This design comes from an exercise in tuning for small area and a short achievable clock period on the open sky130 flow, not from production work.

==> trial 53 <==
// datapathB_behavioral
module datapathB_behavioral
  #(parameter WLx = 8, parameter WLc = 8)
  ( input signed [WLx-1:0] x,
    input signed [WLc-1:0] a, b, c,
    input CLK,
    output signed [(WLx+WLc+WLc)+1:0] outR
  );
export LEC_CHECK = 0
export CAP_MARGIN = 20
export CORE_MARGIN = 2
export CORE_UTILIZATION = 40
export CTS_BUF_LIST = sky130_fd_sc_hd__clkbuf_8
export CTS_CLUSTER_SIZE = 40
export SETUP_SLACK_MARGIN = 3.0
export SLEW_MARGIN = 20
create_clock -name core_clock -period 6.0 [get_ports {CLK}]
run.sh (not shown) runs the stock make flow with config.mk's settings and CLKGATE_MAP_FILE= SYNTH_SCRIPT=/design/flow/synth_recipe.tcl, a recipe that flattens the netlist after the stock synthesis.
==> build 88: changes against trial 53 <==
--- a/flow/design.v
+++ b/flow/design.v
@@ -1,18 +1,15 @@
 module datapathB_behavioral
   #(parameter WLx = 8, parameter WLc = 8)
   ( input signed [WLx-1:0] x,
     input signed [WLc-1:0] a, b, c,
     input CLK,
     output signed [(WLx+WLc+WLc)+1:0] outR
   );
-  reg [11:0] ex1; reg [7:0] a1, b1, c1, c2;
-  reg [11:0] ex2;
-  reg [7:0] ylo2; reg [7:0] yhA2, yhB2; reg cy2;
-  reg [5:0] zlo3; reg [16:0] zhA3, zhB3; reg cz3; reg [22:0] z4;
+  reg [11:0] ex1, ex2; reg [7:0] a1, b1, c1, c2; reg [15:0] y2; reg [22:0] zA3, zB3, z4;
   wire n_1;
   wire n_2;
   wire n_3;
   wire n_4;
   wire n_5;
   wire n_6;
   wire n_7;
@@ -599,21 +596,17 @@
   assign n_292 = (1'b1 & n_251) | (1'b1 & n_250) | (n_251 & n_250);
   assign n_293 = n_151 ^ n_166 ^ n_252;
   assign n_294 = (n_151 & n_166) | (n_151 & n_252) | (n_166 & n_252);
   assign n_295 = n_167 ^ 1'b1;
   assign n_296 = n_167 & 1'b1;
   wire [15:0] yA = {1'b1, n_36, n_99, n_97, n_95, n_93, n_91, n_89, n_87, n_85, n_83, n_81, n_79, n_77, n_75, b1[0]};
   wire [15:0] yB = {1'b0, n_100, n_98, n_96, n_94, n_92, n_90, n_88, n_86, n_84, n_82, n_80, n_78, n_76, n_74, n_73};
-  wire [8:0] ylo = yA[7:0] + yB[7:0];
-  wire [15:0] y2 = {yhA2 + yhB2 + cy2, ylo2};
   wire [22:0] zA = {n_168, n_295, n_293, n_291, n_289, n_287, n_285, n_283, n_281, n_279, n_277, n_275, n_273, n_271, n_269, n_267, n_265, n_263, n_261, n_259, n_257, n_255, c2[0]};
   wire [22:0] zB = {n_296, n_294, n_292, n_290, n_288, n_286, n_284, n_282, n_280, n_278, n_276, n_274, n_272, n_270, n_268, n_266, n_264, n_262, n_260, n_258, n_256, n_254, n_253};
-  wire [6:0] zlo = zA[5:0] + zB[5:0];
   always @(posedge CLK) begin
     ex1 <= {x[7], ((x[7] & ~x[6] & ~x[5]) | (~x[7] & x[6] & x[5])), (x[6] ^ x[5]), x[5], ((x[5] & ~x[4] & ~x[3]) | (~x[5] & x[4] & x[3])), (x[4] ^ x[3]), x[3], ((x[3] & ~x[2] & ~x[1]) | (~x[3] & x[2] & x[1])), (x[2] ^ x[1]), x[1], (x[1] & ~x[0]), x[0]}; a1 <= a; b1 <= b; c1 <= c;
-    ex2 <= ex1; c2 <= c1;
-    ylo2 <= ylo[7:0]; cy2 <= ylo[8]; yhA2 <= yA[15:8]; yhB2 <= yB[15:8];
-    zlo3 <= zlo[5:0]; cz3 <= zlo[6]; zhA3 <= zA[22:6]; zhB3 <= zB[22:6];
-    z4 <= {zhA3 + zhB3 + cz3, zlo3};
+    ex2 <= ex1; c2 <= c1; y2 <= yA + yB;
+    zA3 <= zA; zB3 <= zB;
+    z4 <= zA3 + zB3;
   end
   assign outR = {{3{z4[22]}}, z4};
 endmodule
==> flow/flow/run.sh (new file) <==
#!/bin/bash
# Standard ORFS layout, with two changes: full adders are left to ABC instead of being
# mapped to fa/ha cells, and the port buffers are buf_2 instead of the delay buffer
# buffer_ports picks by default. Every port still gets its own buffer.
set -euo pipefail
export ADDER_MAP_FILE=
export BUFFER_PORTS_ARGS="-buffer_cell sky130_fd_sc_hd__buf_2"
bash standard.sh > standard_flow.log 2>&1
==> flow/standard.sh (new file) <==
#!/bin/bash
# synth_recipe.tcl (not shown) runs the flow's synth.tcl, then flattens the netlist and writes it again
# the make line also repeats each setting of config.mk as NAME=value (left out here)
make -C /OpenROAD-flow-scripts/flow DESIGN_CONFIG=/design/flow/config.mk WORK_HOME=/design/flow/orfs CLKGATE_MAP_FILE= SYNTH_SCRIPT=/design/flow/synth_recipe.tcl "${@:-finish}"
--- a/flow/config.mk
+++ b/flow/config.mk
@@ -6,9 +6,9 @@
 export NUM_CORES = 4
 export LEC_CHECK = 0
 export CAP_MARGIN = 20
 export CORE_MARGIN = 2
 export CORE_UTILIZATION = 40
 export CTS_BUF_LIST = sky130_fd_sc_hd__clkbuf_8
 export CTS_CLUSTER_SIZE = 40
-export SETUP_SLACK_MARGIN = 3.0
+export SETUP_SLACK_MARGIN = 2.5
 export SLEW_MARGIN = 20
removed: flow/run.sh
==> build 3: changes against trial 53 <==
--- a/flow/design.v
+++ b/flow/design.v
@@ -1,18 +1,15 @@
 module datapathB_behavioral
   #(parameter WLx = 8, parameter WLc = 8)
   ( input signed [WLx-1:0] x,
     input signed [WLc-1:0] a, b, c,
     input CLK,
     output signed [(WLx+WLc+WLc)+1:0] outR
   );
-  reg [11:0] ex1; reg [7:0] a1, b1, c1, c2;
-  reg [11:0] ex2;
-  reg [7:0] ylo2; reg [7:0] yhA2, yhB2; reg cy2;
-  reg [5:0] zlo3; reg [16:0] zhA3, zhB3; reg cz3; reg [22:0] z4;
+  reg [11:0] ex1, ex2; reg [7:0] a1, b1, c1, c2; reg [15:0] y2; reg [22:0] zA3, zB3, z4;
   wire n_1;
   wire n_2;
   wire n_3;
   wire n_4;
   wire n_5;
   wire n_6;
   wire n_7;
@@ -599,21 +596,17 @@
   assign n_292 = (1'b1 & n_251) | (1'b1 & n_250) | (n_251 & n_250);
   assign n_293 = n_151 ^ n_166 ^ n_252;
   assign n_294 = (n_151 & n_166) | (n_151 & n_252) | (n_166 & n_252);
   assign n_295 = n_167 ^ 1'b1;
   assign n_296 = n_167 & 1'b1;
   wire [15:0] yA = {1'b1, n_36, n_99, n_97, n_95, n_93, n_91, n_89, n_87, n_85, n_83, n_81, n_79, n_77, n_75, b1[0]};
   wire [15:0] yB = {1'b0, n_100, n_98, n_96, n_94, n_92, n_90, n_88, n_86, n_84, n_82, n_80, n_78, n_76, n_74, n_73};
-  wire [8:0] ylo = yA[7:0] + yB[7:0];
-  wire [15:0] y2 = {yhA2 + yhB2 + cy2, ylo2};
   wire [22:0] zA = {n_168, n_295, n_293, n_291, n_289, n_287, n_285, n_283, n_281, n_279, n_277, n_275, n_273, n_271, n_269, n_267, n_265, n_263, n_261, n_259, n_257, n_255, c2[0]};
   wire [22:0] zB = {n_296, n_294, n_292, n_290, n_288, n_286, n_284, n_282, n_280, n_278, n_276, n_274, n_272, n_270, n_268, n_266, n_264, n_262, n_260, n_258, n_256, n_254, n_253};
-  wire [6:0] zlo = zA[5:0] + zB[5:0];
   always @(posedge CLK) begin
     ex1 <= {x[7], ((x[7] & ~x[6] & ~x[5]) | (~x[7] & x[6] & x[5])), (x[6] ^ x[5]), x[5], ((x[5] & ~x[4] & ~x[3]) | (~x[5] & x[4] & x[3])), (x[4] ^ x[3]), x[3], ((x[3] & ~x[2] & ~x[1]) | (~x[3] & x[2] & x[1])), (x[2] ^ x[1]), x[1], (x[1] & ~x[0]), x[0]}; a1 <= a; b1 <= b; c1 <= c;
-    ex2 <= ex1; c2 <= c1;
-    ylo2 <= ylo[7:0]; cy2 <= ylo[8]; yhA2 <= yA[15:8]; yhB2 <= yB[15:8];
-    zlo3 <= zlo[5:0]; cz3 <= zlo[6]; zhA3 <= zA[22:6]; zhB3 <= zB[22:6];
-    z4 <= {zhA3 + zhB3 + cz3, zlo3};
+    ex2 <= ex1; c2 <= c1; y2 <= yA + yB;
+    zA3 <= zA; zB3 <= zB;
+    z4 <= zA3 + zB3;
   end
   assign outR = {{3{z4[22]}}, z4};
 endmodule
--- a/flow/config.mk
+++ b/flow/config.mk
@@ -6,9 +6,9 @@
 export NUM_CORES = 4
 export LEC_CHECK = 0
 export CAP_MARGIN = 20
 export CORE_MARGIN = 2
 export CORE_UTILIZATION = 40
 export CTS_BUF_LIST = sky130_fd_sc_hd__clkbuf_8
 export CTS_CLUSTER_SIZE = 40
-export SETUP_SLACK_MARGIN = 3.0
+export SETUP_SLACK_MARGIN = 2.5
 export SLEW_MARGIN = 20
==> trial 59: changes against trial 53 <==
--- a/flow/design.v
+++ b/flow/design.v
@@ -1,18 +1,15 @@
 module datapathB_behavioral
   #(parameter WLx = 8, parameter WLc = 8)
   ( input signed [WLx-1:0] x,
     input signed [WLc-1:0] a, b, c,
     input CLK,
     output signed [(WLx+WLc+WLc)+1:0] outR
   );
-  reg [11:0] ex1; reg [7:0] a1, b1, c1, c2;
-  reg [11:0] ex2;
-  reg [7:0] ylo2; reg [7:0] yhA2, yhB2; reg cy2;
-  reg [5:0] zlo3; reg [16:0] zhA3, zhB3; reg cz3; reg [22:0] z4;
+  reg [11:0] ex1, ex2; reg [7:0] a1, b1, c1, c2; reg [15:0] y2; reg [22:0] zA3, zB3, z4;
   wire n_1;
   wire n_2;
   wire n_3;
   wire n_4;
   wire n_5;
   wire n_6;
   wire n_7;
@@ -599,21 +596,17 @@
   assign n_292 = (1'b1 & n_251) | (1'b1 & n_250) | (n_251 & n_250);
   assign n_293 = n_151 ^ n_166 ^ n_252;
   assign n_294 = (n_151 & n_166) | (n_151 & n_252) | (n_166 & n_252);
   assign n_295 = n_167 ^ 1'b1;
   assign n_296 = n_167 & 1'b1;
   wire [15:0] yA = {1'b1, n_36, n_99, n_97, n_95, n_93, n_91, n_89, n_87, n_85, n_83, n_81, n_79, n_77, n_75, b1[0]};
   wire [15:0] yB = {1'b0, n_100, n_98, n_96, n_94, n_92, n_90, n_88, n_86, n_84, n_82, n_80, n_78, n_76, n_74, n_73};
-  wire [8:0] ylo = yA[7:0] + yB[7:0];
-  wire [15:0] y2 = {yhA2 + yhB2 + cy2, ylo2};
   wire [22:0] zA = {n_168, n_295, n_293, n_291, n_289, n_287, n_285, n_283, n_281, n_279, n_277, n_275, n_273, n_271, n_269, n_267, n_265, n_263, n_261, n_259, n_257, n_255, c2[0]};
   wire [22:0] zB = {n_296, n_294, n_292, n_290, n_288, n_286, n_284, n_282, n_280, n_278, n_276, n_274, n_272, n_270, n_268, n_266, n_264, n_262, n_260, n_258, n_256, n_254, n_253};
-  wire [6:0] zlo = zA[5:0] + zB[5:0];
   always @(posedge CLK) begin
     ex1 <= {x[7], ((x[7] & ~x[6] & ~x[5]) | (~x[7] & x[6] & x[5])), (x[6] ^ x[5]), x[5], ((x[5] & ~x[4] & ~x[3]) | (~x[5] & x[4] & x[3])), (x[4] ^ x[3]), x[3], ((x[3] & ~x[2] & ~x[1]) | (~x[3] & x[2] & x[1])), (x[2] ^ x[1]), x[1], (x[1] & ~x[0]), x[0]}; a1 <= a; b1 <= b; c1 <= c;
-    ex2 <= ex1; c2 <= c1;
-    ylo2 <= ylo[7:0]; cy2 <= ylo[8]; yhA2 <= yA[15:8]; yhB2 <= yB[15:8];
-    zlo3 <= zlo[5:0]; cz3 <= zlo[6]; zhA3 <= zA[22:6]; zhB3 <= zB[22:6];
-    z4 <= {zhA3 + zhB3 + cz3, zlo3};
+    ex2 <= ex1; c2 <= c1; y2 <= yA + yB;
+    zA3 <= zA; zB3 <= zB;
+    z4 <= zA3 + zB3;
   end
   assign outR = {{3{z4[22]}}, z4};
 endmodule
==> flow/config.mk (replaced) <==
export PLATFORM = sky130hd
export DESIGN_NAME = datapathB_behavioral
export DESIGN_NICKNAME = datapathB_behavioral
export VERILOG_FILES = /design/flow/design.v
export SDC_FILE = /design/flow/constraint.sdc
export NUM_CORES = 4
export LEC_CHECK = 0
export CAP_MARGIN = 20
export CORE_MARGIN = 2
export CORE_UTILIZATION = 40
export SETUP_SLACK_MARGIN = 2.5
export SLEW_MARGIN = 20
==> summary of the runs <==
- Trial 59 ran to the end with no violations. Build 3 went through all stages and came out clean. Trial 53 ran to the end with no violations. Build 88 completed without violations.
- Die area: trial 53 is higher than build 88 (1.8%).
- Of build 88 and trial 59, build 88 has the higher non-clock buffer count (gap 32).
- Between build 88 and trial 53, the lower utilization is in build 88 (gap 1.5 points).
- Wire length, lowest first: build 3, trial 59, build 88, trial 53.
- Against build 88, the sequential share of layout area of trial 53 is lower by 0.59 points.
- Of trial 53 and build 3, build 3 has the higher critical path depth (gap 1).
No run of this note included a check of the RTL's function; only the layout flow was run.

[separate check: timing with driven ports]
The results above use ideal ports. As a check the final layouts listed here were re-extracted and re-timed, cells and wires unchanged.
Step 1 (the two cells are an assumption about what drives the block):
set clk [get_ports {CLK}]
set_driving_cell -lib_cell sky130_fd_sc_hd__clkbuf_16 $clk
set_driving_cell -lib_cell sky130_fd_sc_hd__buf_2 [delete_from_list [all_inputs] $clk]
Step 2 also shifts input and output timing later by t, the mid clock arrival at the registers, as if the neighbouring blocks saw the same clock.
Three values: no drivers, after step 1, after step 2; two values: the first two.
| run | shift t [ns] | setup WS [ns] | slew at the worst register clock pin (ns) |
|---|---|---|---|
| trial 53 | 0.473 | 2.435 / 2.435 / 2.435 | 0.08 / 0.08 |
| build 88 | 0.480 | 2.145 / 2.145 / 2.145 | 0.08 / 0.08 |
| build 3 | 0.490 | 2.328 / 2.328 / 2.328 | 0.08 / 0.08 |
| trial 59 | 0.462 | 2.336 / 2.336 / 2.336 | 0.06 / 0.06 |
After both steps every run listed still meets setup and hold.
